From an optimization exercise on the open Yosys and OpenROAD flow, aimed at small area, a short achievable clock period and few clock cycles per item; shortcuts taken in it are not production practice. In this exercise RTL edits were held to simulation tests only and were not proved equivalent to the original.

$ cat flow/config.mk
export PLATFORM = sky130hd
export DESIGN_NAME = tensor_core
export DESIGN_NICKNAME = tensor_core
export VERILOG_FILES = /design/flow/design.v
export SDC_FILE = /design/flow/constraint.sdc
export NUM_CORES = 4
export LEC_CHECK = 0
export ABC_AREA = 1
export CAP_MARGIN = 20
export CORE_MARGIN = 2
export CORE_UTILIZATION = 40
export SETUP_SLACK_MARGIN = 4.0
export SLEW_MARGIN = 20
$ cat flow/constraint.sdc
create_clock -name core_clock -period 7.0 [get_ports {clk}]
set_input_delay 1.4000 -clock core_clock [delete_from_list [all_inputs] [get_ports {clk}]]
set_output_delay 1.4000 -clock core_clock [all_outputs]
set_load 0.01 [all_outputs]
$ cat flow/design.v
module mant_mul8 (input wire [7:0] x, input wire [7:0] y, output wire [15:0] r0, output wire [15:0] r1);
    wire pp0_0 = x[0] & y[0];
    wire pp0_1 = x[0] & y[1];
    wire pp0_2 = x[0] & y[2];
    wire pp0_3 = x[0] & y[3];
    wire pp0_4 = x[0] & y[4];
    wire pp0_5 = x[0] & y[5];
    wire pp0_6 = x[0] & y[6];
    wire pp0_7 = x[0] & y[7];
    wire pp1_0 = x[1] & y[0];
    wire pp1_1 = x[1] & y[1];
    wire pp1_2 = x[1] & y[2];
    wire pp1_3 = x[1] & y[3];
    wire pp1_4 = x[1] & y[4];
    wire pp1_5 = x[1] & y[5];
    wire pp1_6 = x[1] & y[6];
    wire pp1_7 = x[1] & y[7];
    wire pp2_0 = x[2] & y[0];
    wire pp2_1 = x[2] & y[1];
    wire pp2_2 = x[2] & y[2];
    wire pp2_3 = x[2] & y[3];
    wire pp2_4 = x[2] & y[4];
    wire pp2_5 = x[2] & y[5];
    wire pp2_6 = x[2] & y[6];
    wire pp2_7 = x[2] & y[7];
    wire pp3_0 = x[3] & y[0];
    wire pp3_1 = x[3] & y[1];
    wire pp3_2 = x[3] & y[2];
    wire pp3_3 = x[3] & y[3];
    wire pp3_4 = x[3] & y[4];
    wire pp3_5 = x[3] & y[5];
    wire pp3_6 = x[3] & y[6];
    wire pp3_7 = x[3] & y[7];
    wire pp4_0 = x[4] & y[0];
    wire pp4_1 = x[4] & y[1];
    wire pp4_2 = x[4] & y[2];
    wire pp4_3 = x[4] & y[3];
    wire pp4_4 = x[4] & y[4];
    wire pp4_5 = x[4] & y[5];
    wire pp4_6 = x[4] & y[6];
    wire pp4_7 = x[4] & y[7];
    wire pp5_0 = x[5] & y[0];
    wire pp5_1 = x[5] & y[1];
    wire pp5_2 = x[5] & y[2];
    wire pp5_3 = x[5] & y[3];
    wire pp5_4 = x[5] & y[4];
    wire pp5_5 = x[5] & y[5];
    wire pp5_6 = x[5] & y[6];
    wire pp5_7 = x[5] & y[7];
    wire pp6_0 = x[6] & y[0];
    wire pp6_1 = x[6] & y[1];
    wire pp6_2 = x[6] & y[2];
    wire pp6_3 = x[6] & y[3];
    wire pp6_4 = x[6] & y[4];
    wire pp6_5 = x[6] & y[5];
    wire pp6_6 = x[6] & y[6];
    wire pp6_7 = x[6] & y[7];
    wire pp7_0 = x[7] & y[0];
    wire pp7_1 = x[7] & y[1];
    wire pp7_2 = x[7] & y[2];
    wire pp7_3 = x[7] & y[3];
    wire pp7_4 = x[7] & y[4];
    wire pp7_5 = x[7] & y[5];
    wire pp7_6 = x[7] & y[6];
    wire pp7_7 = x[7] & y[7];
    wire hs0 = pp0_6 ^ pp1_5;
    wire hc0 = pp0_6 & pp1_5;
    wire fs1 = pp0_7 ^ pp1_6 ^ pp2_5;
    wire fc1 = (pp0_7 & pp1_6) | (pp2_5 & (pp0_7 ^ pp1_6));
    wire hs2 = pp3_4 ^ pp4_3;
    wire hc2 = pp3_4 & pp4_3;
    wire fs3 = pp1_7 ^ pp2_6 ^ pp3_5;
    wire fc3 = (pp1_7 & pp2_6) | (pp3_5 & (pp1_7 ^ pp2_6));
    wire hs4 = pp4_4 ^ pp5_3;
    wire hc4 = pp4_4 & pp5_3;
    wire fs5 = pp2_7 ^ pp3_6 ^ pp4_5;
    wire fc5 = (pp2_7 & pp3_6) | (pp4_5 & (pp2_7 ^ pp3_6));
    wire hs6 = pp0_4 ^ pp1_3;
    wire hc6 = pp0_4 & pp1_3;
    wire fs7 = pp0_5 ^ pp1_4 ^ pp2_3;
    wire fc7 = (pp0_5 & pp1_4) | (pp2_3 & (pp0_5 ^ pp1_4));
    wire hs8 = pp3_2 ^ pp4_1;
    wire hc8 = pp3_2 & pp4_1;
    wire fs9 = pp2_4 ^ pp3_3 ^ pp4_2;
    wire fc9 = (pp2_4 & pp3_3) | (pp4_2 & (pp2_4 ^ pp3_3));
    wire fs10 = pp5_1 ^ pp6_0 ^ hs0;
    wire fc10 = (pp5_1 & pp6_0) | (hs0 & (pp5_1 ^ pp6_0));
    wire fs11 = pp5_2 ^ pp6_1 ^ pp7_0;
    wire fc11 = (pp5_2 & pp6_1) | (pp7_0 & (pp5_2 ^ pp6_1));
    wire fs12 = hc0 ^ fs1 ^ hs2;
    wire fc12 = (hc0 & fs1) | (hs2 & (hc0 ^ fs1));
    wire fs13 = pp6_2 ^ pp7_1 ^ fc1;
    wire fc13 = (pp6_2 & pp7_1) | (fc1 & (pp6_2 ^ pp7_1));
    wire fs14 = hc2 ^ fs3 ^ hs4;
    wire fc14 = (hc2 & fs3) | (hs4 & (hc2 ^ fs3));
    wire fs15 = pp5_4 ^ pp6_3 ^ pp7_2;
    wire fc15 = (pp5_4 & pp6_3) | (pp7_2 & (pp5_4 ^ pp6_3));
    wire fs16 = fc3 ^ hc4 ^ fs5;
    wire fc16 = (fc3 & hc4) | (fs5 & (fc3 ^ hc4));
    wire fs17 = pp3_7 ^ pp4_6 ^ pp5_5;
    wire fc17 = (pp3_7 & pp4_6) | (pp5_5 & (pp3_7 ^ pp4_6));
    wire fs18 = pp6_4 ^ pp7_3 ^ fc5;
    wire fc18 = (pp6_4 & pp7_3) | (fc5 & (pp6_4 ^ pp7_3));
    wire fs19 = pp4_7 ^ pp5_6 ^ pp6_5;
    wire fc19 = (pp4_7 & pp5_6) | (pp6_5 & (pp4_7 ^ pp5_6));
    wire hs20 = pp0_3 ^ pp1_2;
    wire hc20 = pp0_3 & pp1_2;
    wire fs21 = pp2_2 ^ pp3_1 ^ pp4_0;
    wire fc21 = (pp2_2 & pp3_1) | (pp4_0 & (pp2_2 ^ pp3_1));
    wire fs22 = pp5_0 ^ hc6 ^ fs7;
    wire fc22 = (pp5_0 & hc6) | (fs7 & (pp5_0 ^ hc6));
    wire fs23 = fc7 ^ hc8 ^ fs9;
    wire fc23 = (fc7 & hc8) | (fs9 & (fc7 ^ hc8));
    wire fs24 = fc9 ^ fc10 ^ fs11;
    wire fc24 = (fc9 & fc10) | (fs11 & (fc9 ^ fc10));
    wire fs25 = fc11 ^ fc12 ^ fs13;
    wire fc25 = (fc11 & fc12) | (fs13 & (fc11 ^ fc12));
    wire fs26 = fc13 ^ fc14 ^ fs15;
    wire fc26 = (fc13 & fc14) | (fs15 & (fc13 ^ fc14));
    wire fs27 = fc15 ^ fc16 ^ fs17;
    wire fc27 = (fc15 & fc16) | (fs17 & (fc15 ^ fc16));
    wire fs28 = pp7_4 ^ fc17 ^ fc18;
    wire fc28 = (pp7_4 & fc17) | (fc18 & (pp7_4 ^ fc17));
    wire fs29 = pp5_7 ^ pp6_6 ^ pp7_5;
    wire fc29 = (pp5_7 & pp6_6) | (pp7_5 & (pp5_7 ^ pp6_6));
    wire hs30 = pp0_2 ^ pp1_1;
    wire hc30 = pp0_2 & pp1_1;
    wire fs31 = pp2_1 ^ pp3_0 ^ hs20;
    wire fc31 = (pp2_1 & pp3_0) | (hs20 & (pp2_1 ^ pp3_0));
    wire fs32 = hs6 ^ hc20 ^ fs21;
    wire fc32 = (hs6 & hc20) | (fs21 & (hs6 ^ hc20));
    wire fs33 = hs8 ^ fc21 ^ fs22;
    wire fc33 = (hs8 & fc21) | (fs22 & (hs8 ^ fc21));
    wire fs34 = fs10 ^ fc22 ^ fs23;
    wire fc34 = (fs10 & fc22) | (fs23 & (fs10 ^ fc22));
    wire fs35 = fs12 ^ fc23 ^ fs24;
    wire fc35 = (fs12 & fc23) | (fs24 & (fs12 ^ fc23));
    wire fs36 = fs14 ^ fc24 ^ fs25;
    wire fc36 = (fs14 & fc24) | (fs25 & (fs14 ^ fc24));
    wire fs37 = fs16 ^ fc25 ^ fs26;
    wire fc37 = (fs16 & fc25) | (fs26 & (fs16 ^ fc25));
    wire fs38 = fs18 ^ fc26 ^ fs27;
    wire fc38 = (fs18 & fc26) | (fs27 & (fs18 ^ fc26));
    wire fs39 = fs19 ^ fc27 ^ fs28;
    wire fc39 = (fs19 & fc27) | (fs28 & (fs19 ^ fc27));
    wire fs40 = fc19 ^ fc28 ^ fs29;
    wire fc40 = (fc19 & fc28) | (fs29 & (fc19 ^ fc28));
    wire fs41 = pp6_7 ^ pp7_6 ^ fc29;
    wire fc41 = (pp6_7 & pp7_6) | (fc29 & (pp6_7 ^ pp7_6));
    assign r0[0] = pp0_0;
    assign r1[0] = 1'b0;
    assign r0[1] = pp0_1;
    assign r1[1] = pp1_0;
    assign r0[2] = pp2_0;
    assign r1[2] = hs30;
    assign r0[3] = hc30;
    assign r1[3] = fs31;
    assign r0[4] = fc31;
    assign r1[4] = fs32;
    assign r0[5] = fc32;
    assign r1[5] = fs33;
    assign r0[6] = fc33;
    assign r1[6] = fs34;
    assign r0[7] = fc34;
    assign r1[7] = fs35;
    assign r0[8] = fc35;
    assign r1[8] = fs36;
    assign r0[9] = fc36;
    assign r1[9] = fs37;
    assign r0[10] = fc37;
    assign r1[10] = fs38;
    assign r0[11] = fc38;
    assign r1[11] = fs39;
    assign r0[12] = fc39;
    assign r1[12] = fs40;
    assign r0[13] = fc40;
    assign r1[13] = fs41;
    assign r0[14] = pp7_7;
    assign r1[14] = fc41;
    assign r0[15] = 1'b0;
    assign r1[15] = 1'b0;
endmodule
module bf16mul_s1 (
    input  wire [15:0] operand_a,
    input  wire [15:0] operand_b,
    output wire [34:0] mid
);
    wire sign_a = operand_a[15];
    wire sign_b = operand_b[15];
    wire [7:0] exp_a = operand_a[14:7];
    wire [7:0] exp_b = operand_b[14:7];
    wire [6:0] frac_a = operand_a[6:0];
    wire [6:0] frac_b = operand_b[6:0];
    wire sign_r = sign_a ^ sign_b;
    wire ez_a = ~|exp_a;
    wire ez_b = ~|exp_b;
    wire ef_a = &exp_a;
    wire ef_b = &exp_b;
    wire fz_a = ~|frac_a;
    wire fz_b = ~|frac_b;
    wire nan = (ef_a & ~fz_a) | (ef_b & ~fz_b) | (ef_a & ez_b) | (ef_b & ez_a);
    wire inf = ef_a | ef_b;
    wire zero = ez_a | ez_b;
    wire [1:0] spec = nan ? 2'd3 : inf ? 2'd2 : zero ? 2'd1 : 2'd0;
    wire [15:0] r0, r1;
    mant_mul8 u_mm (.x({1'b1, frac_a}), .y({1'b1, frac_b}), .r0(r0), .r1(r1));
    wire [5:0] lo = {1'b0, r0[4:0]} + {1'b0, r1[4:0]};
    wire [9:0] exp_sum = {2'b0, exp_a} + {2'b0, exp_b} - 10'd127;
    assign mid = {spec, sign_r, exp_sum, r0[14:5], r1[14:5], lo[5], |lo[4:0]};
endmodule
module bf16mul_s2 (
    input  wire [34:0] mid,
    output reg  [15:0] result
);
    function [10:0] ks11(input [10:0] x, input [10:0] y, input ci);
        reg [10:0] g, p, gg, pp, g2, p2;
        integer i, d;
        begin
            g = x & y; p = x ^ y;
            gg = g; pp = p;
            gg[0] = g[0] | (p[0] & ci);
            for (d = 1; d < 11; d = d * 2) begin
                g2 = gg; p2 = pp;
                for (i = d; i < 11; i = i + 1) begin
                    g2[i] = gg[i] | (pp[i] & gg[i-d]);
                    p2[i] = pp[i] & pp[i-d];
                end
                gg = g2; pp = p2;
            end
            ks11[0] = p[0] ^ ci;
            for (i = 1; i < 11; i = i + 1) ks11[i] = p[i] ^ gg[i-1];
        end
    endfunction
    function [7:0] inc7(input [6:0] v);
        reg [6:0] pa, p2; integer i, d;
        begin
            pa = v;
            for (d = 1; d < 7; d = d * 2) begin
                p2 = pa;
                for (i = d; i < 7; i = i + 1) p2[i] = pa[i] & pa[i-d];
                pa = p2;
            end
            inc7[0] = ~v[0];
            for (i = 1; i < 7; i = i + 1) inc7[i] = v[i] ^ pa[i-1];
            inc7[7] = pa[6];
        end
    endfunction
    wire [1:0] spec = mid[34:33];
    wire sign_r = mid[32];
    wire [9:0] es0 = mid[31:22];
    wire [10:0] hi = ks11({1'b0, mid[21:12]}, {1'b0, mid[11:2]}, mid[1]);
    wire [15:5] mp = hi;
    wire st5 = mid[0];
    wire [9:0] es1 = es0 + 10'd1;
    wire [9:0] es2 = es0 + 10'd2;
    wire ns = mp[15];
    wire [6:0] fw1 = mp[14:8];
    wire [6:0] fw0 = mp[13:7];
    wire ru1 = mp[7] & (mp[6] | mp[5] | st5 | fw1[0]);
    wire ru0 = mp[6] & (mp[5] | st5 | fw0[0]);
    wire [7:0] fi1 = inc7(fw1);
    wire [7:0] fi0 = inc7(fw0);
    wire ovf1 = ru1 & fi1[7];
    wire ovf0 = ru0 & fi0[7];
    wire [6:0] ff1 = ovf1 ? 7'h40 : ru1 ? fi1[6:0] : fw1;
    wire [6:0] ff0 = ovf0 ? 7'h40 : ru0 ? fi0[6:0] : fw0;
    wire inf0 = es0[9] | es0[8] | (&es0[7:0]);
    wire inf1 = es1[9] | es1[8] | (&es1[7:0]);
    wire inf2 = es2[9] | es2[8] | (&es2[7:0]);
    wire zer0 = (es0 == 10'd0);
    wire zer1 = (es1 == 10'd0);
    wire zer2 = (es2 == 10'd0);
    wire [15:0] n1 = ovf1 ? (inf2 ? {sign_r, 15'h7F80} : zer2 ? {sign_r, 15'b0} : {sign_r, es2[7:0], ff1})
                          : (inf1 ? {sign_r, 15'h7F80} : zer1 ? {sign_r, 15'b0} : {sign_r, es1[7:0], ff1});
    wire [15:0] n0 = ovf0 ? (inf1 ? {sign_r, 15'h7F80} : zer1 ? {sign_r, 15'b0} : {sign_r, es1[7:0], ff0})
                          : (inf0 ? {sign_r, 15'h7F80} : zer0 ? {sign_r, 15'b0} : {sign_r, es0[7:0], ff0});
    always @(*) begin
        case (spec)
            2'd3:    result = 16'h7FC0;
            2'd2:    result = {sign_r, 8'hFF, 7'h00};
            2'd1:    result = {sign_r, 15'b0};
            default: result = ns ? n1 : n0;
        endcase
    end
endmodule
module bf16add_s1 (
    input  wire [15:0] operand_a,
    input  wire [15:0] operand_b,
    output wire [38:0] mid
);
    function [9:0] ks9(input [8:0] x, input [8:0] y, input ci);
        reg [8:0] g, p, gg, pp, g2, p2;
        integer i, d;
        begin
            g = x & y; p = x ^ y;
            gg = g; pp = p;
            gg[0] = g[0] | (p[0] & ci);
            for (d = 1; d < 9; d = d * 2) begin
                g2 = gg; p2 = pp;
                for (i = d; i < 9; i = i + 1) begin
                    g2[i] = gg[i] | (pp[i] & gg[i-d]);
                    p2[i] = pp[i] & pp[i-d];
                end
                gg = g2; pp = p2;
            end
            ks9[0] = p[0] ^ ci;
            for (i = 1; i < 9; i = i + 1) ks9[i] = p[i] ^ gg[i-1];
            ks9[9] = gg[8];
        end
    endfunction
    wire sa = operand_a[15];
    wire sb = operand_b[15];
    wire [7:0] ea = operand_a[14:7];
    wire [7:0] eb = operand_b[14:7];
    wire [6:0] fa = operand_a[6:0];
    wire [6:0] fb = operand_b[6:0];
    wire ha = |ea;
    wire hb = |eb;
    wire [7:0] ma = {ha, fa};
    wire [7:0] mb = {hb, fb};
    wire fza = ~|fa;
    wire fzb = ~|fb;
    wire efa = &ea;
    wire efb = &eb;
    wire za = ~ha & fza;
    wire zb = ~hb & fzb;
    wire eff_sub = sa ^ sb;
    wire nan = (efa & ~fza) | (efb & ~fzb) | (efa & efb & eff_sub);
    wire inf = efa | efb;
    wire pass = za | zb;
    wire [1:0] kind = nan ? 2'd3 : inf ? 2'd2 : pass ? 2'd1 : 2'd0;
    wire e_lt = ea < eb;
    wire e_eq = ea == eb;
    wire m_lt = ma < mb;
    wire a_lt_b = e_lt | (e_eq & m_lt);
    wire [7:0] dab = ea - eb;
    wire [7:0] dba = eb - ea;
    wire [7:0] elg = e_lt ? eb : ea;
    wire slg = (za & zb) ? (sa & sb) : a_lt_b ? sb : sa;
    wire [7:0] mlg = a_lt_b ? mb : ma;
    wire big_ab = |dab[7:4];
    wire big_ba = |dba[7:4];
    wire [17:0] sx_b = {mb, 10'b0} >> dab[3:0];
    wire [17:0] sx_a = {ma, 10'b0} >> dba[3:0];
    wire [17:0] smx = a_lt_b ? sx_a : sx_b;
    wire big = a_lt_b ? big_ba : big_ab;
    wire [7:0] msa = big ? 8'd0 : smx[17:10];
    wire gd = ~big & smx[9];
    wire rd = ~big & smx[8];
    wire st = (|smx[7:0]) | big;
    wire [7:0] lim = (elg > 8'd1) ? elg - 8'd1 : 8'd0;
    wire [7:0] mask = (lim >= 8'd7) ? 8'd0 : (8'h80 >> lim);
    assign mid = {mask, kind, slg, elg, eff_sub, mlg, msa ^ {8{eff_sub}}, gd, rd, st};
endmodule
module bf16add_s2 (
    input  wire [38:0] mid,
    output reg  [15:0] result
);
    function [9:0] ks9(input [8:0] x, input [8:0] y, input ci);
        reg [8:0] g, p, gg, pp, g2, p2;
        integer i, d;
        begin
            g = x & y; p = x ^ y;
            gg = g; pp = p;
            gg[0] = g[0] | (p[0] & ci);
            for (d = 1; d < 9; d = d * 2) begin
                g2 = gg; p2 = pp;
                for (i = d; i < 9; i = i + 1) begin
                    g2[i] = gg[i] | (pp[i] & gg[i-d]);
                    p2[i] = pp[i] & pp[i-d];
                end
                gg = g2; pp = p2;
            end
            ks9[0] = p[0] ^ ci;
            for (i = 1; i < 9; i = i + 1) ks9[i] = p[i] ^ gg[i-1];
            ks9[9] = gg[8];
        end
    endfunction
    function [8:0] inc8(input [7:0] v);
        reg [7:0] pa, p2; integer i, d;
        begin
            pa = v;
            for (d = 1; d < 8; d = d * 2) begin
                p2 = pa;
                for (i = d; i < 8; i = i + 1) p2[i] = pa[i] & pa[i-d];
                pa = p2;
            end
            inc8[0] = ~v[0];
            for (i = 1; i < 8; i = i + 1) inc8[i] = v[i] ^ pa[i-1];
            inc8[8] = pa[7];
        end
    endfunction
    wire [1:0] kind = mid[30:29];
    wire sgn = mid[28];
    wire [7:0] elg = mid[27:20];
    wire eff_sub = mid[19];
    wire [7:0] mlg = mid[18:11];
    wire [7:0] msa = mid[10:3];        
    wire g = mid[2];
    wire r = mid[1];
    wire s = mid[0];
    wire [9:0] s_w = ks9({1'b0, mlg}, {eff_sub, msa}, eff_sub);
    wire [8:0] sum = s_w[8:0];
    wire elg_zero = ~|elg;
    wire elg_254 = (elg == 8'd254);
    wire elg_253 = (elg == 8'd253);
    wire [8:0] elg_i = inc8(elg);
    wire [7:0] elg_p1 = elg_i[7:0];
    wire [8:0] elg_i2 = inc8(elg_p1);
    wire [7:0] elg_p2 = elg_i2[7:0];
    wire [7:0] m_r = sum[8:1];
    wire ru_r = sum[0] & (g | r | s | sum[1]);
    wire [8:0] i_r = inc8(m_r);
    wire ov_r = ru_r & i_r[8];
    wire [6:0] f_r = ru_r ? i_r[6:0] : m_r[6:0];
    wire inf_r = elg_254 | (elg_253 & ov_r);
    wire [7:0] e_r = ov_r ? elg_p2 : elg_p1;
    wire [7:0] m_n = sum[7:0];
    wire ru_n = g & (r | s | sum[0]);
    wire [8:0] i_n = inc8(m_n);
    wire ov_n = ru_n & i_n[8];
    wire [6:0] f_n = ru_n ? i_n[6:0] : m_n[6:0];
    wire inf_n = elg_254 & ov_n;
    wire zero_n = elg_zero & ~ov_n;
    wire [7:0] e_n = ov_n ? elg_p1 : elg;
    wire [7:0] mask = mid[38:31];
    wire [7:0] nz = sum[7:0] | mask;
    reg [2:0] lz;
    always @(*) begin
        casez (nz)
            8'b1???????: lz = 3'd0;
            8'b01??????: lz = 3'd1;
            8'b001?????: lz = 3'd2;
            8'b0001????: lz = 3'd3;
            8'b00001???: lz = 3'd4;
            8'b000001??: lz = 3'd5;
            8'b0000001?: lz = 3'd6;
            default:     lz = 3'd7;
        endcase
    end
    wire [7:0] m_l = sum[7:0] << lz;
    wire [6:0] f_l = {m_l[6:1], g & (r | s)};
    wire [3:0] e_lo = {1'b0, elg[2:0]} - {1'b0, lz};
    wire [4:0] e_hi_m1 = elg[7:3] - 5'd1;
    wire [7:0] e_l = {e_lo[3] ? e_hi_m1 : elg[7:3], e_lo[2:0]};
    wire l_none = (lz == 3'd0);    
    wire c_r = sum[8];
    wire c_n = ~sum[8] & (sum[7] | l_none);
    wire sum_zero = ~|sum;
    always @(*) begin
        if (kind == 2'd3)
            result = 16'h7FC0;
        else if (kind == 2'd2)
            result = {sgn, 8'hFF, 7'h00};
        else if (kind == 2'd1)
            result = {sgn, elg, mlg[6:0]};
        else if (sum_zero)
            result = 16'h0000;
        else if (c_r)
            result = inf_r ? {sgn, 8'hFF, 7'h00} : {sgn, e_r, f_r};
        else if (c_n)
            result = inf_n ? {sgn, 8'hFF, 7'h00} : zero_n ? {sgn, 15'b0} : {sgn, e_n, f_n};
        else
            result = {sgn, e_l, f_l};
    end
endmodule
module bf16pe (
    input  wire        clk,
    input  wire        load,       
    input  wire        zero_prod,  
    input  wire [15:0] a_in,
    input  wire [15:0] b_in,
    input  wire [15:0] cx_in,
    input  wire [15:0] cy_in,
    output reg  [15:0] dx,         
    output reg  [15:0] acc
);
    wire [34:0] mm_w;
    reg  [34:0] mm;
    wire [15:0] prod_w;
    reg  [15:0] prod;
    wire [38:0] mid_w;
    reg  [38:0] mid;
    wire [15:0] sum_w;
    bf16mul_s1 u_m1 (.operand_a(a_in), .operand_b(b_in), .mid(mm_w));
    bf16mul_s2 u_m2 (.mid(mm), .result(prod_w));
    bf16add_s1 u_a1 (.operand_a(acc), .operand_b(prod), .mid(mid_w));
    bf16add_s2 u_a2 (.mid(mid), .result(sum_w));
    always @(posedge clk) begin
        mm   <= mm_w;
        prod <= zero_prod ? 16'h8000 : prod_w;
        mid  <= load ? {8'd0, 2'd1, cx_in[15:7], 2'b0, cx_in[6:0], 11'd0} : mid_w;
        acc  <= load ? cy_in : sum_w;
        dx   <= acc;
    end
endmodule
module bf16sa (
    input  wire          clk,
    input  wire          load,
    input  wire          zero_prod,
    input  wire [4*16-1:0] a_row,    
    input  wire [2*16-1:0] b_col,    
    input  wire [255:0]  c_in,
    output wire [255:0]  d_out
);
    genvar i, m;
    generate
        for (i = 0; i < 4; i = i + 1) begin : ROW
            for (m = 0; m < 2; m = m + 1) begin : COL
                bf16pe u_pe (
                    .clk(clk),
                    .load(load),
                    .zero_prod(zero_prod),
                    .a_in(a_row[i*16 +: 16]),
                    .b_in(b_col[m*16 +: 16]),
                    .cx_in(c_in[(i*4+2*m)*16 +: 16]),
                    .cy_in(c_in[(i*4+2*m+1)*16 +: 16]),
                    .dx(d_out[(i*4+2*m)*16 +: 16]),
                    .acc(d_out[(i*4+2*m+1)*16 +: 16])
                );
            end
        end
    endgenerate
endmodule
module tensor_core (
    input  wire clk,
    input  wire rst_n,
    input  wire [4*4*16-1:0] matrix_a,
    input  wire [4*4*16-1:0] matrix_b,
    input  wire [4*4*16-1:0] matrix_c,
    input  wire valid_in,
    output wire [4*4*16-1:0] matrix_d,
    output reg  valid_out
);
    reg [63:0] a_s0, a_s1, a_s2, a_s3;
    reg [31:0] b_s0, b_s1, b_s2, b_s3, b_s4, b_s5, b_s6;
    reg [9:0]  busy;      
    reg        run;       
    wire [63:0] a_k [0:3];
    wire [31:0] b_q [0:7];
    genvar n, k;
    generate
        for (k = 0; k < 4; k = k + 1) begin : KS
            for (n = 0; n < 4; n = n + 1) begin : RS
                assign a_k[k][n*16 +: 16] = matrix_a[(n*4+k)*16 +: 16];
            end
            for (n = 0; n < 2; n = n + 1) begin : CS
                assign b_q[2*k][n*16 +: 16]   = matrix_b[(k*4+2*n)*16 +: 16];
                assign b_q[2*k+1][n*16 +: 16] = matrix_b[(k*4+2*n+1)*16 +: 16];
            end
        end
    endgenerate
    wire a_shift = busy[0] | busy[2] | busy[4];
    always @(posedge clk) begin
        if (!run) begin
            a_s0 <= a_k[0]; a_s1 <= a_k[1]; a_s2 <= a_k[2];
        end else if (a_shift) begin
            a_s0 <= a_s1; a_s1 <= a_s2; a_s2 <= a_s3;
        end
        if (!run || a_shift)
            a_s3 <= a_k[3];
        b_s0 <= run ? b_s1 : b_q[1];
        b_s1 <= run ? b_s2 : b_q[2];
        b_s2 <= run ? b_s3 : b_q[3];
        b_s3 <= run ? b_s4 : b_q[4];
        b_s4 <= run ? b_s5 : b_q[5];
        b_s5 <= run ? b_s6 : b_q[6];
        b_s6 <= b_q[7];
    end
    always @(posedge clk or negedge rst_n) begin
        if (!rst_n) begin
            busy <= 10'd0;
            run <= 1'b0;
            valid_out <= 1'b0;
        end else begin
            busy <= {busy[8:0], valid_in};
            run <= valid_in | (|busy[8:0]);
            valid_out <= busy[9];
        end
    end
    bf16sa u_sa (
        .clk(clk),
        .load(~run),
        .zero_prod(~run),
        .a_row(run ? a_s0 : a_k[0]),
        .b_col(run ? b_s0 : b_q[0]),
        .c_in(matrix_c),
        .d_out(matrix_d)
    );
endmodule
$ cat flow/run.sh
#!/bin/bash
# synth_recipe.tcl (not shown) runs the flow's synth.tcl, then flattens the netlist and writes it again
# the make line also repeats each setting of config.mk as NAME=value (left out here)
make -C /OpenROAD-flow-scripts/flow DESIGN_CONFIG=/design/flow/config.mk WORK_HOME=/design/flow/orfs CLKGATE_MAP_FILE= SYNTH_SCRIPT=/design/flow/synth_recipe.tcl finish
==> flow_metrics.py, run 1 <==
metrics = {
    "synthesis": {
        "synth_ff_type": "dfxtp_1",
        "yosysSeqAreaShare_pct": 29.5,
        "yosysUniqueCellTypes": 85,
        "syn_area_per_cell_um2": 6.86,
        "synth_edf_count": 256,
        "syn_inst": 15600,
        "ys_async_sr_fraction_pct": 0.826,
        "ys_warn_count": 4,
        "synth_seq_cells": 1452,
        "syn_nets": 17500,
        "netlist_area_mm2": 0.107,
    },
    "drt": {
        "drt_iter0_drc": 10100,
        "via_per_inst": 5.25,
        "route.detailed.drc": 0,
        "drt-pass1-iter-count": 7,
        "wl_per_cell_um": 20.2,
        "vias": 112000,
        "ant_nets": 0,
        "routed_wl_um": 431000,
    },
    "finish": {
        "final_common_cell": "nand2_1",
        "syn2layout_area_growth_pct": 42.5,
        "final_cell_mix": "nand2_1, inv_1, dfxtp_1",
        "final_area_mm2": 0.153,
        "drive_gt1_share_pct": 25.8,
        "fill_cells": 24400,
        "fin_nets": 19500,
    },
    "cts": {
        "cts.path.max_buffers": 4,
        "clock_sinks": 1452,
        "htreeDepth": 4,
        "cts_buffers": 176,
        "cts_hold_buf": 0,
        "clk_pin_slew_ns": 0.06,
        "cts_tree": "yes",
        "worstSkewPairLatency_ns": 0.92,
        "clock-root-buffer": "clkbuf_16",
    },
    "setup_path": {
        "required_ns": 7.80,
        "cp_max_fo": 8,
        "crit_path_cell_trace": "buf_12, buf_16, buf_6, buf_16, mux2i_4, clkinvlp_4, buf_6, ha_4, ha_4, a21oi_2, nand2_1, a21oi_1, inv_1, a21oi_2, inv_1, a21oi_2, nor2_1, nor2_1, xor2_1",
        "setup.worst_path.start_class": "register",
        "crit_type": "reg2reg",
        "endpoint": "u_sa.ROW[3].COL[0].u_pe.mm[30]$_DFF_P_",
        "r2r-start": "run$_DFF_PN0_",
        "critical_path.startpoint": "run$_DFF_PN0_",
        "crit_cells": 19,
        "slowest_delay_ns": 0.50,
        "critPathArrivalTime_ns": 4.41,
        "ff2ff_path_depth": 19,
        "cp_slowest_cell": "dfrtp_4",
        "crit_top_cell": "a21oi_2",
        "cpLargestDelayFamily": "buffers and inverters",
        "crit-reg2reg-capture": "u_sa.ROW[3].COL[0].u_pe.mm[30]$_DFF_P_",
        "end_kind": "register",
        "crit_buf_inv": 8,
        "r2r_slack_ns": 3.39,
    },
    "placed_design": {
        "globalplace.congestion": 0.961,
        "place_hpwl_um": 301000,
        "port_buffers": 1027,
        "postPlaceCellArea_mm2": 0.121,
    },
    "timing": {
        "slew_violations": 0,
        "fin_setup_tns_ns": 0,
        "worst_pin_slew_ns": 1.06,
        "timing.final.hold_violations": 0,
        "finalCritPeriodShare_pct": 51.6,
        "clock.fmax_mhz": 277,
        "skew_ns": 0.116,
        "fin_crit_ns": 3.61,
        "relSlewSlack_pct": 29.0,
        "setup_violations": 0,
        "rsz0062_at_grt": "yes",
    },
    "status": {
        "status": "finished clean",
    },
    "die": {
        "rows": 190,
        "start_util_pct": 40.1,
        "core_area_mm2": 0.267,
        "die_h_um": 522,
        "die_x_um": 522,
        "design.die.area_mm2": 0.272,
        "ios": 1028,
    },
    "global_routing": {
        "use_met2_pct": 46.5,
        "grt_first_pass_wirelength_um": 622000,
        "grt_antenna_before_repair": 64,
        "grt_max_degree": 81,
        "met1_usage_pct": 40.1,
        "grt-ovfl-total": 0,
        "use_met3_pct": 4.76,
        "top_usage_layer": "met2",
        "groute.usage.overall_pct": 29.2,
        "grt_pass1_vias": 103000,
    },
    "hold_path": {
        "min_path_type": "reg2reg",
        "hold_depth": 0,
    },
    "job": {
        "maxCapViolations": 0,
    },
}
[registers in the layout (all words and copies together) (netlist names)]
| signal | cells |
|---|---|
| u_sa.ROW.COL.u_pe.mid | 304 |
| u_sa.ROW.COL.u_pe.mm | 272 |
| u_sa.ROW.COL.u_pe.acc | 128 |
| u_sa.ROW.COL.u_pe.dx | 128 |
| u_sa.ROW.COL.u_pe.prod | 128 |
| a_s0 | 64 |
| a_s1 | 64 |
| a_s2 | 64 |
| a_s3 | 64 |
| b_s0 | 32 |
| b_s1 | 32 |
| b_s2 | 32 |
| b_s3 | 32 |
| b_s4 | 32 |
| b_s5 | 32 |
| b_s6 | 32 |
| busy | 10 |
| run | 1 |
| valid_out | 1 |
[cell usage after synthesis (15+ instances only)]
library cell / instances / area (um2)
nor3_2: 15 / 150
a31oi_1: 44 / 275
o21bai_1: 25 / 188
o31ai_1: 31 / 233
inv_1: 2195 / 8240
ha_1: 696 / 8710
a21oi_2: 17 / 149
o21ai_2: 19 / 166
buf_1: 18 / 67.6
clkinv_1: 29 / 109
nor4_1: 93 / 582
nand2_2: 67 / 419
inv_2: 68 / 255
nand2_1: 4634 / 17400
o21a_1: 22 / 165
a211oi_1: 48 / 360
o2111ai_1: 37 / 324
nand4_1: 229 / 1430
nand3b_1: 67 / 503
a21o_1: 24 / 180
o211ai_1: 77 / 578
nor3_1: 143 / 716
or2_2: 50 / 313
o21ai_1: 87 / 435
nand3_1: 872 / 4360
nand3_2: 32 / 320
xnor2_1: 78 / 683
nor2_2: 33 / 206
xor2_1: 383 / 3350
nor2_1: 1147 / 4310
mux2i_1: 30 / 300
buf_2: 65 / 325
a21oi_1: 758 / 3790
edfxtp_1: 256 / 7690
o21ai_0: 1141 / 5710
dfxtp_1: 1184 / 23700
clkbuf_1: 371 / 1390
fa_1: 344 / 6890
[worst min-delay path by stage]
stage,startpoint,to,slack (ns)
2_1_floorplan,busy[9]$_DFF_PN0_,valid_out$_DFF_PN0_,0.33
3_3_place_gp,busy[9]$_DFF_PN0_,valid_out$_DFF_PN0_,0.33
3_5_place_dp,busy[9]$_DFF_PN0_,valid_out$_DFF_PN0_,0.33
4_1_cts,busy[9]$_DFF_PN0_,valid_out$_DFF_PN0_,0.35
5_1_grt,busy[9]$_DFF_PN0_,valid_out$_DFF_PN0_,0.37
6_report,busy[9]$_DFF_PN0_,valid_out$_DFF_PN0_,0.35
[worst reg2reg max path, stage by stage (launching register included)]
cell and delay [ns]:
dfrtp_4 0.50, buf_12 0.19, buf_16 0.19, buf_6 0.13
buf_16 0.12, mux2i_4 0.27, clkinvlp_4 0.34, buf_6 0.23
ha_4 0.24, ha_4 0.24, a21oi_2 0.13, nand2_1 0.10
a21oi_1 0.16, inv_1 0.07, a21oi_2 0.17, inv_1 0.07
a21oi_2 0.12, nor2_1 0.05, nor2_1 0.12, xor2_1 0.14
[through the flow]
stage / utilization, % / worst slack [ns] / hold slack (ns) / std cells
after floorplan: - / 2.98 / 0.331 / 15600
after global placement: 45.4 / 2.03 / 0.334 / 19800
after detailed placement: 45.4 / 2.01 / 0.335 / 19800
after CTS: 53.1 / 3.45 / 0.348 / 20900
after global routing: 57.2 / 3.28 / 0.367 / 21400
final: 57.2 / 3.39 / 0.347 / 21400
[layer usage]
| metal | wire length [um] | vias to the layer above |
|---|---|---|
| met5 | 239 | - |
| met4 | 17700 | 38 |
| met3 | 34900 | 889 |
| met2 | 194000 | 4612 |
| met1 | 184000 | 52500 |
| li1 | - | 54300 |
[final cells by class]
class | instances | area (um2) | area share [%]
Timing Repair inverter | 22 | 244 | 0.160
Clock buffer | 236 | 5020 | 3.28
Inverter | 2294 | 9240 | 6.04
Sequential cell | 1452 | 32200 | 21.0
Clock inverter | 86 | 1020 | 0.665
Tap cell | 3552 | 4440 | 2.91
Multi-Input combinational cell | 11400 | 78100 | 51.1
Timing Repair Buffer | 2291 | 22600 | 14.8
Antenna cell | 21 | 52.6 | 0.0344
[cell families after synthesis]
| family | after synthesis | share of synthesized area (%) |
|---|---|---|
| fa+ha+maj | 1040 | 14.5 |
| flops | 1452 | 29.5 |
| xor+xnor | 481 | 4.08 |
| buf+inv | 2776 | 9.91 |
| mux | 30 | 0.280 |
| simple gates | 7454 | 29.2 |
| compound gates | 2410 | 12.4 |
[what timing repair did]
item | 4_1_cts | 5_1_grt
setup endpoints to repair | 1170 | 704
buffers inserted | 662 | 473
gates cloned | 58 | 23
gates resized for setup | 2630 | 1828
pin swaps | 661 | 1059
Testbench counts, summed over its fixed seeds: cycles 4,232, items 384.
==> inputs of run 2 (changes only) <==
--- a/flow/config.mk
+++ b/flow/config.mk
@@ -11,3 +11,3 @@
 export CORE_UTILIZATION = 40
-export SETUP_SLACK_MARGIN = 4.0
+export SETUP_SLACK_MARGIN = 3.3
 export SLEW_MARGIN = 20
==> run 2 against run 1 <==
Compared with the run above: critical path type unchanged; highest routed layer unchanged; cell count shrank 4.6%; synthesized cell count is the same; routed wire length down 11%; largest cell class unchanged; utilization is 7.9 points lower; global-route usage is 2.3 points lower; sequential share of layout area rose by 3.0 points.
==> flow_metrics.py, run 2 <==
metrics = {
    "cts": {
        "cts_buffers": 176,
        "cts_tree": "yes",
        "cts.path.max_buffers": 4,
        "htreeDepth": 4,
        "cts_hold_buf": 0,
        "clock_sinks": 1452,
        "worstSkewPairLatency_ns": 0.87,
        "clock-root-buffer": "clkbuf_16",
        "clk_pin_slew_ns": 0.06,
    },
    "timing": {
        "relSlewSlack_pct": 30.7,
        "fin_crit_ns": 3.69,
        "finalCritPeriodShare_pct": 52.8,
        "setup_slack_ns": 3.31,
        "rsz0062_at_grt": "yes",
        "skew_ns": 0.0584,
        "setup_violations": 0,
        "fin_setup_tns_ns": 0,
        "worst_pin_slew_ns": 1.04,
        "timing.final.hold_violations": 0,
        "slew_violations": 0,
        "whs_ns": 0.357,
        "clock.fmax_mhz": 271,
    },
    "finish": {
        "final_common_cell": "nand2_1",
        "syn2layout_area_growth_pct": 22.9,
        "final_cell_mix": "nand2_1, inv_1, dfxtp_1",
        "largest_reg_flops": 304,
        "fill_cells": 27000,
        "max_flop_register": "u_sa.ROW.COL.u_pe.mid",
        "fin_nets": 18500,
        "drive_gt1_share_pct": 8.80,
        "utilization_pct": 49.3,
        "top_regs": "u_sa.ROW.COL.u_pe.mid x304, u_sa.ROW.COL.u_pe.mm x272",
    },
    "global_routing": {
        "grt_first_pass_wirelength_um": 576000,
        "grt_pass1_vias": 96700,
        "groute.usage.overall_pct": 27.0,
        "grt-ovfl-total": 0,
        "grt_max_degree": 145,
        "grt_antenna_before_repair": 82,
    },
    "synthesis": {
        "yosysUniqueCellTypes": 85,
        "syn_area_per_cell_um2": 6.86,
        "synth_most_common_cell": "nand2_1",
        "synth_edf_count": 256,
        "netlist_area_mm2": 0.107,
        "synth_commonest_cells": "nand2_1, inv_1, dfxtp_1, nor2_1, o21ai_0",
        "synth_seq_cells": 1452,
        "yosys-top-cells-area": "dfxtp_1, nand2_1, ha_1",
        "ys_warn_count": 4,
        "syn_nets": 17500,
        "synth_top_area_share_pct": 22.1,
        "syn_inst": 15600,
        "yosysSeqAreaShare_pct": 29.5,
        "synth_largest_area_cell": "dfxtp_1",
        "synth_ff_type": "dfxtp_1",
        "ys_async_sr_fraction_pct": 0.826,
    },
    "die": {
        "die_x_um": 522,
        "design.die.area_mm2": 0.272,
        "start_util_pct": 40.1,
        "rows": 190,
        "core_area_mm2": 0.267,
        "ios": 1028,
        "die_h_um": 522,
    },
    "placed_design": {
        "place_worst_setup_slack_ns": 1.48,
        "port_buffers": 1027,
        "place_hpwl_um": 298000,
        "globalplace.congestion": 0.960,
    },
    "setup_path": {
        "end_kind": "register",
        "setup.worst_path.start_class": "register",
        "cp_max_fo": 8,
        "crit_path_cell_trace": "buf_6, buf_16, mux2i_4, buf_12, clkinvlp_4, buf_12, buf_8, nand2_2, inv_2, fa_2, inv_2, fa_2, fa_2, inv_2, fa_2",
        "cp_slowest_cell": "fa_2",
        "cpLargestDelayFamily": "adder cells",
        "crit_top_cell": "fa_2",
        "crit_buf_inv": 9,
        "critPathArrivalTime_ns": 4.50,
        "required_ns": 7.81,
        "slowest_delay_ns": 0.56,
        "crit_type": "reg2reg",
    },
    "status": {
        "status": "finished clean",
    },
    "drt": {
        "drt_iter0_drc": 8082,
        "routed_wl_um": 385000,
        "wl_per_cell_um": 18.9,
        "drt-pass1-iter-count": 8,
        "via_per_inst": 5.11,
        "vias": 104000,
        "route.detailed.drc": 0,
        "ant_nets": 0,
    },
    "job": {
        "maxCapViolations": 0,
    },
    "hold_path": {
        "min_path_type": "reg2reg",
    },
}
[run 2: layout make-up]
cell class / instances / area [um2] / share of cell area (%)
multi-input combinational: 11400 / 67300 / 51.0
sequential: 1452 / 31700 / 24.1
timing repair buffer: 1319 / 13300 / 10.1
inverter: 2294 / 8770 / 6.65
clock buffer: 228 / 4920 / 3.73
tap: 3552 / 4440 / 3.37
clock inverter: 94 / 1230 / 0.936
timing repair inverter: 9 / 88.8 / 0.0673
antenna: 35 / 87.6 / 0.0664
[run 2: cell families after synthesis]
kind of cell | after synthesis | share of synthesized area, %
mux | 30 | 0.280
compound gates | 2410 | 12.4
buf+inv | 2776 | 9.91
flops | 1452 | 29.5
fa+ha+maj | 1040 | 14.5
xor+xnor | 481 | 4.08
simple gates | 7454 | 29.2
[run 2: per-layer routing]
| layer | wire length (um) | track usage (%) |
|---|---|---|
| met5 | 394 | 0 |
| met4 | 12400 | 8.06 |
| met3 | 28100 | 4.96 |
| met2 | 172000 | 43.3 |
| met1 | 172000 | 36.7 |
[run 2: what timing repair did]
action	in CTS	in global routing
setup endpoints to repair	544	385
gates resized for setup	185	460
cloned	10	15
buffers inserted	32	156
pin swaps	8	105
[run 2: worst register-to-register path, stage by stage (launching register included)]
cell and delay (ns):
dfrtp_4 0.47, buf_6 0.13, buf_16 0.15, mux2i_4 0.30, buf_12 0.14, clkinvlp_4 0.10
buf_12 0.16, buf_8 0.14, nand2_2 0.05, inv_2 0.04, fa_2 0.56, inv_2 0.04
fa_2 0.33, fa_2 0.53, inv_2 0.04, fa_2 0.50
[run 2: path summary, 6_finish.rpt]
kind                       cells after the start  slack [ns]         startpoint                                    end
max reg2reg                                   15        3.31      run$_DFF_PN0_  u_sa.ROW[1].COL[0].u_pe.mm[7]$_DFF_P_
min                                            0        0.36  busy[9]$_DFF_PN0_                    valid_out$_DFF_PN0_
max in group asynchronous                      1        5.66              rst_n                          run$_DFF_PN0_
min in group asynchronous                      1        0.91              rst_n                      busy[9]$_DFF_PN0_
max                                           15        3.31      run$_DFF_PN0_  u_sa.ROW[1].COL[0].u_pe.mm[7]$_DFF_P_
min reg2reg                                    0        0.36  busy[9]$_DFF_PN0_                    valid_out$_DFF_PN0_
[run 2: stage by stage]
step           std cells  area (um2)
4_1_cts            20200      129000
2_1_floorplan      15600      108000
3_5_place_dp       19800      121000
5_1_grt            20400      132000
6_report           20400      132000
3_3_place_gp       19800      121000
==> inputs of run 3 (changes only) <==
--- a/flow/config.mk
+++ b/flow/config.mk
@@ -11,3 +11,4 @@
 export CORE_UTILIZATION = 40
-export SETUP_SLACK_MARGIN = 3.3
+export PLACE_DENSITY = 0.7
+export SETUP_SLACK_MARGIN = 3.6
 export SLEW_MARGIN = 20
==> run 3 against run 2 <==
Compared with the run above: still clean; first-iteration DRC count rose by 20%; routed wire length rose by 3.7%; sequential cell count did not move; worst setup slack improved by 0.015 ns; count of clock-buffer cells in the layout fell by 4; sequential share of layout area fell by 1.1 points; synthesized area did not move; global-route usage rose by 0.43 points; register-to-register slack improved by 0.02 ns; largest cell class unchanged.
==> flow_metrics.py, run 3 <==
metrics = {
    "global_routing": {
        "grt_antenna_before_repair": 48,
        "grt_first_pass_wirelength_um": 583000,
        "groute.usage.overall_pct": 27.4,
        "grt_max_degree": 150,
        "grt_pass1_vias": 99100,
        "grt-ovfl-total": 0,
    },
    "synthesis": {
        "yosys-top-cells-area": "dfxtp_1, nand2_1, ha_1",
        "synth_top_area_share_pct": 22.1,
        "synthAdderAreaFrac_pct": 14.5,
        "synth_ff_type": "dfxtp_1",
        "synth_mux_area_share_pct": 0.280,
        "synth_seq_cells": 1452,
        "syn_inst": 15600,
        "synth_largest_area_cell": "dfxtp_1",
        "synth_compound_area_share_pct": 12.4,
        "syn_nets": 17500,
        "syn_area_per_cell_um2": 6.86,
        "ys_async_sr_fraction_pct": 0.826,
        "synth_most_common_cell": "nand2_1",
        "yosys.area_share.simple_pct": 29.2,
        "synth_top_family_by_area": "simple AND/OR/NAND/NOR gates",
        "yosysSeqAreaShare_pct": 29.5,
        "synthXorXnorAreaFrac_pct": 4.08,
        "synth_commonest_cells": "nand2_1, inv_1, dfxtp_1, nor2_1, o21ai_0",
        "netlist_area_mm2": 0.107,
        "yosysUniqueCellTypes": 85,
        "synth_edf_count": 256,
        "ys_warn_count": 4,
    },
    "drt": {
        "ant_nets": 0,
        "via_per_inst": 5.24,
        "wl_per_cell_um": 19.3,
        "drt-pass1-iter-count": 8,
        "vias": 108000,
        "routed_wl_um": 400000,
        "drt_iter0_drc": 9701,
        "route.detailed.drc": 0,
    },
    "setup_path": {
        "cp_max_fo": 6,
        "ff2ff_path_depth": 15,
        "end_kind": "register",
        "critPathArrivalTime_ns": 4.54,
        "required_ns": 7.86,
        "setup.worst_path.start_class": "register",
        "slowest_delay_ns": 0.53,
        "crit_buf_inv": 9,
        "crit_type": "reg2reg",
        "endpoint": "u_sa.ROW[3].COL[1].u_pe.mm[5]$_DFF_P_",
        "cpLargestDelayFamily": "adder cells",
        "r2r-start": "run$_DFF_PN0_",
        "r2r_slack_ns": 3.32,
        "critical_path.startpoint": "run$_DFF_PN0_",
        "crit_cells": 15,
        "crit_path_cell_trace": "buf_16, buf_16, buf_8, o21ai_4, buf_12, buf_12, inv_12, nand2_4, inv_2, fa_2, inv_2, fa_2, fa_1, inv_2, fa_2",
        "crit-reg2reg-capture": "u_sa.ROW[3].COL[1].u_pe.mm[5]$_DFF_P_",
        "cp_slowest_cell": "fa_1",
    },
    "cts": {
        "clock-root-buffer": "clkbuf_16",
        "clk_pin_slew_ns": 0.06,
        "cts_buffers": 176,
        "cts.path.max_buffers": 4,
        "cts_hold_buf": 0,
        "clock_sinks": 1452,
        "htreeDepth": 4,
        "cts_tree": "yes",
        "worstSkewPairLatency_ns": 0.92,
    },
    "timing": {
        "setup_slack_ns": 3.32,
        "whs_ns": 0.348,
        "rsz0062_at_grt": "yes",
        "skew_ns": 0.0997,
        "finalCritPeriodShare_pct": 52.6,
        "slew_violations": 0,
        "relSlewSlack_pct": 29.9,
        "fin_crit_ns": 3.68,
        "timing.final.hold_violations": 0,
        "fin_setup_tns_ns": 0,
        "clock.fmax_mhz": 272,
        "setup_violations": 0,
        "worst_pin_slew_ns": 1.05,
    },
    "die": {
        "die_x_um": 522,
        "start_util_pct": 40.1,
        "die_h_um": 522,
        "core_area_mm2": 0.267,
        "ios": 1028,
        "design.die.area_mm2": 0.272,
        "rows": 190,
    },
    "finish": {
        "syn2layout_area_growth_pct": 29.3,
        "max_flop_register": "u_sa.ROW.COL.u_pe.mid",
        "top_regs": "u_sa.ROW.COL.u_pe.mid x304, u_sa.ROW.COL.u_pe.mm x272",
        "largest_reg_flops": 304,
        "fin_nets": 18800,
        "fill_cells": 25300,
        "final_cell_mix": "nand2_1, inv_1, nor2_1",
        "final_common_cell": "nand2_1",
        "regArea_mm2": 0.0319,
        "multi_input_area_mm2": 0.0710,
        "drive_gt1_share_pct": 14.7,
    },
    "hold_path": {
        "min-delay-start": "busy[9]$_DFF_PN0_",
        "min_path_type": "reg2reg",
    },
    "job": {
        "maxCapViolations": 0,
    },
    "placed_design": {
        "place_hpwl_um": 293000,
        "port_buffers": 1027,
        "place_worst_setup_slack_ns": 1.85,
        "globalplace.congestion": 0.977,
    },
    "status": {
        "status": "finished clean",
    },
}
run 3: cell count changes in the layout (fill, tap and decap cells not counted), moves of 56 or more:
cell	before	now
a21oi_1	726	659
buf_4	224	432
dfxtp_1	1148	1053
dfxtp_2	36	113
ha_1	665	560
ha_4	13	77
inv_1	2102	1992
inv_2	138	215
nand2_1	4540	4391
nand2_2	114	212
nor2_1	1117	1061
run 3: kinds of logic after synthesis:
logic type	after synthesis
DFF	1452
muxes	30
and+or+nand+nor	7454
AOI/OAI and AO/OA	2410
xor gates and xnor gates	481
adders and majority gates	1040
buffers and inverters	2776
run 3: cell type report:
class | instances | share of cell area [%]
repair inverters | 15 | 0.131
repair buffers | 1586 | 11.6
clock inverters | 100 | 0.952
multi-input cells | 11400 | 51.1
inverters | 2294 | 6.45
flip-flops and latches | 1452 | 23.0
well taps | 3552 | 3.20
diodes | 23 | 0.0415
clock buffers | 224 | 3.50
run 3: through the flow:
stage / area (um2) / utilization (%) / std cells
3_3_place_gp: 121000 / 45.4 / 19800
5_1_grt: 139000 / 51.9 / 20700
3_5_place_dp: 121000 / 45.4 / 19800
2_1_floorplan: 108000 / - / 15600
6_report: 139000 / 51.9 / 20700
4_1_cts: 132000 / 49.5 / 20400
run 3: how the worst min path moves through the flow:
stage / slack, ns / cells after the start / to
4_1_cts: 0.35 / 0 / valid_out$_DFF_PN0_
5_1_grt: 0.35 / 0 / valid_out$_DFF_PN0_
2_1_floorplan: 0.33 / 0 / valid_out$_DFF_PN0_
3_5_place_dp: 0.34 / 0 / valid_out$_DFF_PN0_
3_3_place_gp: 0.33 / 0 / valid_out$_DFF_PN0_
6_report: 0.35 / 0 / valid_out$_DFF_PN0_
run 3: repair_timing:
action | CTS | global route
cloned | 44 | 17
buffers inserted | 171 | 279
pin swaps | 80 | 380
resized for setup | 721 | 1008
setup endpoints to repair | 848 | 502
endpoints found under the hold margin | 0 | 0
run 3: metal layers:
metal / track usage, % / wire, um
met1: 35.7 / 164000
met2: 43.6 / 178000
met3: 5.47 / 35600
met4: 12.4 / 21900
met5: 0 / 147

==> what the ideal ports hide <==
The results above use ideal ports. As a check the final layouts listed here were re-extracted and re-timed, cells and wires unchanged. Step 1 sets driving cells, clkbuf_16 on the clock port and buf_2 on the other inputs (assumed; they add their load-dependent delay and slew). Step 2, shift: input delay + t, output delay - t, t = (earliest + latest rising clock arrival at the registers) / 2. This alone moves slack from input paths to output paths. a / b / c = no drivers / after step 1 / after step 2; a / b = the first two.
run	t, ns	setup slack, ns	worst setup path after step 2	pins driven straight from the clock port
run 1	0.968	3.391 / 3.391 / 2.501	input to register	1
run 2	0.954	3.306 / 3.233 / 2.455	input to register	1
run 3	0.972	3.321 / 3.321 / 2.433	input to register	1
After both steps every run listed still meets setup and hold. For run 1, which loses most, drivers alone change the setup slack by 0.000 ns; drivers and shift together by -0.890 ns.
